What follows belongs to an exercise in optimizing a design on an open flow for small area, a short achievable clock period and few clock cycles per item; a production flow would make more cautious choices.
No functional check of the RTL was part of this run.

===== flow/constraint.sdc =====
create_clock -name core_clock -period 34.0 [get_ports {CLK}]
set_input_delay 6.8000 -clock core_clock [delete_from_list [all_inputs] [get_ports {CLK}]]
set_output_delay 6.8000 -clock core_clock [all_outputs]
set_load 0.01 [all_outputs]

===== flow/run.sh =====
#!/bin/bash
# synth_recipe.tcl (not shown) runs the flow's synth.tcl, then flattens the netlist and writes it again
# the make line also repeats each setting of config.mk as NAME=value (left out here)
make -C /OpenROAD-flow-scripts/flow DESIGN_CONFIG=/design/flow/config.mk WORK_HOME=/design/flow/orfs CLKGATE_MAP_FILE= SYNTH_SCRIPT=/design/flow/synth_recipe.tcl finish

===== flow/config.mk =====
export PLATFORM = sky130hd
export DESIGN_NAME = SQRT
export DESIGN_NICKNAME = SQRT
export VERILOG_FILES = /design/flow/design.v
export SDC_FILE = /design/flow/constraint.sdc
export NUM_CORES = 4
export LEC_CHECK = 0
export CAP_MARGIN = 20
export CORE_MARGIN = 2
export CORE_UTILIZATION = 40
export SLEW_MARGIN = 20

===== flow/design.v =====
module SQRT(
	CLK, RST,
	START,
	DATA_IN,
	DATA_OUT,
	DONE
);
input			CLK, RST;
input			START;
input [15:0]	DATA_IN;
output [15:0]	DATA_OUT;
output			DONE;
reg			done_r;		 
reg [2:0]	iter;		 
reg [15:0]	X;			 
reg [15:0]	G;			 
function [8:0] DSTEP;
	input [7:0] r;
	input       b;
	input [7:0] d;
	reg   [9:0] t;
	begin
		t = {1'b0, r, b} - {2'b00, d};
		if (t[9])
			DSTEP = {1'b0, r[6:0], b};
		else
			DSTEP = {1'b1, t[7:0]};
	end
endfunction
function [15:0] DIV;
	input [15:0] x;
	input [7:0]  d;
	reg   [7:0]  r;
	reg   [8:0]  s;
	integer      i;
	begin
		r = 8'd0;
		for (i = 15; i >= 0; i = i - 1) begin
			s = DSTEP(r, x[i], d);
			DIV[i] = s[8];
			r = s[7:0];
		end
	end
endfunction
wire [15:0]	quo  = DIV(X, G[15:8]);
wire [15:0]	sum  = G + quo;
wire [15:0]	g0   = 16'h0038 + 16'd14 * {4'b0000, DATA_IN[15:4]};
always @(posedge CLK or posedge RST) begin
	if (RST)
		done_r <= 1'b1;
	else if (done_r)
		done_r <= ~START;
	else if (iter == 3'd4)
		done_r <= 1'b1;
end
always @(posedge CLK) begin
	if (done_r) begin
		if (START) begin
			X    <= DATA_IN;
			G    <= g0;
			iter <= 3'd0;
		end
	end else begin
		G    <= {1'b0, sum[15:1]};
		iter <= iter + 3'd1;
	end
end
assign DONE     = done_r;
assign DATA_OUT = G;
endmodule

==> notes.md <==
==> stage by stage <==
step,worst slack [ns],utilization [%]
6_report,0.8231,53.92
3_3_place_gp,0.1843,48.93
3_5_place_dp,-0.5539,48.93
4_1_cts,0.00007816,50.57
2_1_floorplan,-0.02204,-
5_1_grt,-0.9367,53.92
==> timing repair <==
item	in CTS	in global routing
pin swaps	4	74
hold endpoints to repair	0	0
setup endpoints to repair	3	15
buffers inserted	23	50
gates resized for setup	8	86
==> critical path, delay by kind of cell (launching register included) <==
| family | cells | cell delay, ns |
|---|---|---|
| AOI/OAI and AO/OA | 111 | 17.28 |
| xor gates and xnor gates | 1 | 0.16 |
| adders and majority gates | 18 | 4.63 |
| buffers and inverters | 17 | 1.49 |
| DFF | 1 | 0.40 |
| muxes | 11 | 2.89 |
| and+or+nand+nor | 34 | 6.06 |
==> layout by cell type, fill, tap and decap left out, types with 6 or more instances in the layout <==
master             n
nor3_1            13
nor2b_1           19
o21bai_1          26
xor2_1            33
o21ai_2           14
mux2i_1           24
edfxtp_1          34
or3_1             10
nor2_1            81
nand2b_1          16
a21o_1            38
o31a_1             7
fa_1              26
xnor2_1           62
nor2b_4            9
buf_4            168
a21boi_2           8
inv_2              9
a21oi_1           66
clkdlybuf4s50_1   35
o21ai_0           32
inv_1             88
a211oi_1          11
and3_1             7
and2_1             6
ha_4              11
mux2_2            21
o21ai_4            6
a21oi_2           20
o21a_1            13
nand2_1           98
ha_1             140
mux2_4             8
nand3_1           11
o21ai_1           17
==> path summary, 6_finish.rpt <==
check	to	cells after the start
min reg2reg	done_r	2
min in group asynchronous	done_r	2
max in group asynchronous	done_r	2
max	G[13]	192
min	done_r	2
max reg2reg	G[13]	192
==> sequential cells by signal, summed over array words and instances, names as in the netlist <==
| signal | flops |
|---|---|
| iter | 3 |
| done_r | 1 |
| G | 16 |
| X | 16 |
==> area by class of cell <==
class / count / area share, %
clock buffers: 5 / 1.022
clock inverters: 3 / 0.3474
inverters: 100 / 3.239
multi-input cells: 990 / 70.07
flip-flops and latches: 36 / 8.716
well taps: 285 / 2.912
repair buffers: 208 / 13.69
==> cells by family after synthesis <==
kind of cell	count (synthesis)	synth area share, %
buf+inv	118	4.933
flops	36	11.50
mux	60	6.942
fa+ha+maj	179	26.31
other cells	1	0.04040
simple gates	317	16.67
compound gates	334	24.45
xor+xnor	97	9.152
==> metal layers <==
metal	track usage [%]	vias to the layer above
li1	-	4517
met1	31.33	4169
met2	35.91	203
met3	1.662	43
met4	5.286	0
met5	0	-
==> results.py <==
metrics = {
    "outcome": {
        "status": "no timing/DRC/antenna violations",
    },
    "worst_setup_path": {
        "cp_max_fo": 9,
        "cpMostUsedCell": "a21o_1",
        "r2r_start": "G[8]",
        "start_kind": "flip-flop",
        "worstSetupPathType": "flip-flop to flip-flop",
        "cp_data_arrival_time_ns": 33.18,
        "critPathSlowestCell": "or4_4",
        "cpPeakStageDelay_ns": 0.57,
        "worstPathRequired_ns": 34.01,
        "crit_start": "G[8]",
        "end_kind": "flip-flop",
        "r2r_setup_slack_ns": 0.82,
    },
    "synth": {
        "synth_cell_types": 90,
        "ys_ff_latch": 36,
        "syn_inst": 1142,
        "yosys.area.top_type_share_pct": 20.49,
        "yosysSeqAreaShare_pct": 11.50,
        "synth.area.top_cells": "ha_1 (20%), edfxtp_1 (11%), xnor2_1 (6.0%)",
        "synth_most_common_cell": "ha_1",
        "avgSynthCellArea_sq_um": 8.128,
        "synth_largest_area_cell": "ha_1",
        "syn_area_sq_um": 9283,
        "synth_commonest_cells": "ha_1 (152), nand2_1 (101), inv_1 (95), a21oi_1 (88), nor2_1 (87)",
        "synth_edf_count": 34,
        "synth_flop_cell": "edfxtp_1",
        "async_flop_share_pct": 2.778,
        "yosys_warnings": 1,
    },
    "min_path": {
        "min_from": "iter[2]",
        "hold_class": "flip-flop to flip-flop",
    },
    "cells_and_area": {
        "antennaDiodeCount": 0,
        "drive_above_1_share_pct": 27.50,
        "design_area_sq_um": 12250,
        "regArea_sq_um": 1067,
        "multiInputGateArea_sq_um": 8581,
        "synthToLayoutAreaGrowth_pct": 31.92,
        "final-instance-count-excl-fill": 1627,
        "finalNetCount": 1539,
        "fill_cells": 2125,
    },
    "clocking": {
        "holdBufCountCts": 0,
        "cts_buffers": 5,
        "cts-root-buf": "clkbuf_16",
        "cts_buffer_depth": 2,
        "cts.reportedPaths.clkPinSlew_ns": 0.06,
        "cts.sinks": 36,
        "htree_levels": 2,
        "clk_latency_ns": 0.28,
        "cts_tree": "yes",
    },
    "sta": {
        "finalClockSkew_ns": 0.007357,
        "grt_setup_unrepaired": "yes",
        "slew_viol_final": 0,
        "tightest_slew_ns": 0.9763,
        "tns_ns": 0,
        "finalHoldViolCount": 0,
        "period_minus_slack_ns": 33.18,
        "hold_ws_ns": 0.5372,
        "fmax_mhz": 30.14,
        "setup_viol": 0,
        "maxSlewHeadroom_pct": 34.91,
        "fin_crit_sh_pct": 97.58,
    },
    "route": {
        "dr_total_vias": 8932,
        "dr_wl_met2_mm": 12.11,
        "routed_wl_mm": 27.14,
        "first_iter_violations": 498,
        "drc": 0,
        "ant_nets": 0,
        "wl_met3_mm": 1.052,
        "routedLengthMet1_mm": 13.39,
        "avgViaCountPerCell": 5.490,
        "post_drt_wl_per_cell_um": 16.68,
        "dr.pass1.iters": 5,
        "route.top_layer_used": "met4",
    },
    "floorplan": {
        "num_rows": 55,
        "num_io_pins": 36,
        "core_sq_um": 22710,
        "fp.dieW_um": 156.3,
        "dieArea_sq_um": 24440,
        "die_h_um": 156.3,
        "start_util_pct": 40.88,
    },
    "placed_design": {
        "place_hpwl_mm": 21.13,
        "placed_area_sq_um": 11110,
        "dp.cells": 1546,
        "routabilityCongestion": 0.8890,
        "port-buffer-count": 35,
    },
    "global_routing": {
        "grt_pass1_vias": 8492,
        "grt_start_max_net_pins": 37,
        "grt_antenna_before_repair": 0,
        "grt.overflow.total": 0,
        "grt_pass1_wl_mm": 43.33,
        "grt_util_all_layers_pct": 21.92,
    },
    "job": {
        "drv_cap": 0,
    },
}

[what the ideal ports hide]
Ports are ideal in the flow. The routed layout listed here was re-timed in OpenROAD.
Step 1: set_driving_cell puts a clkbuf_16 on CLK and a buf_2 on each other input, an assumption about the parent block.
Step 2 moves the port delays by t, midway between the first and last clock arrival at a register: inputs arrive t later, outputs are due t later. That takes back most of the time a late clock gives input paths.
Three values: ideal, step 1, step 2; two values: the first two.
t, ns: 0.312
slack for setup (ns): 0.823 / 0.823 / 0.823
latest minus earliest clock arrival (ns): 0.007 / 0.008
worst data-port slew with drivers (ns): 0.03
After both steps setup and hold are still met in this run. For this run, drivers alone change the setup slack by 0.000 ns; drivers and shift together by 0.000 ns.
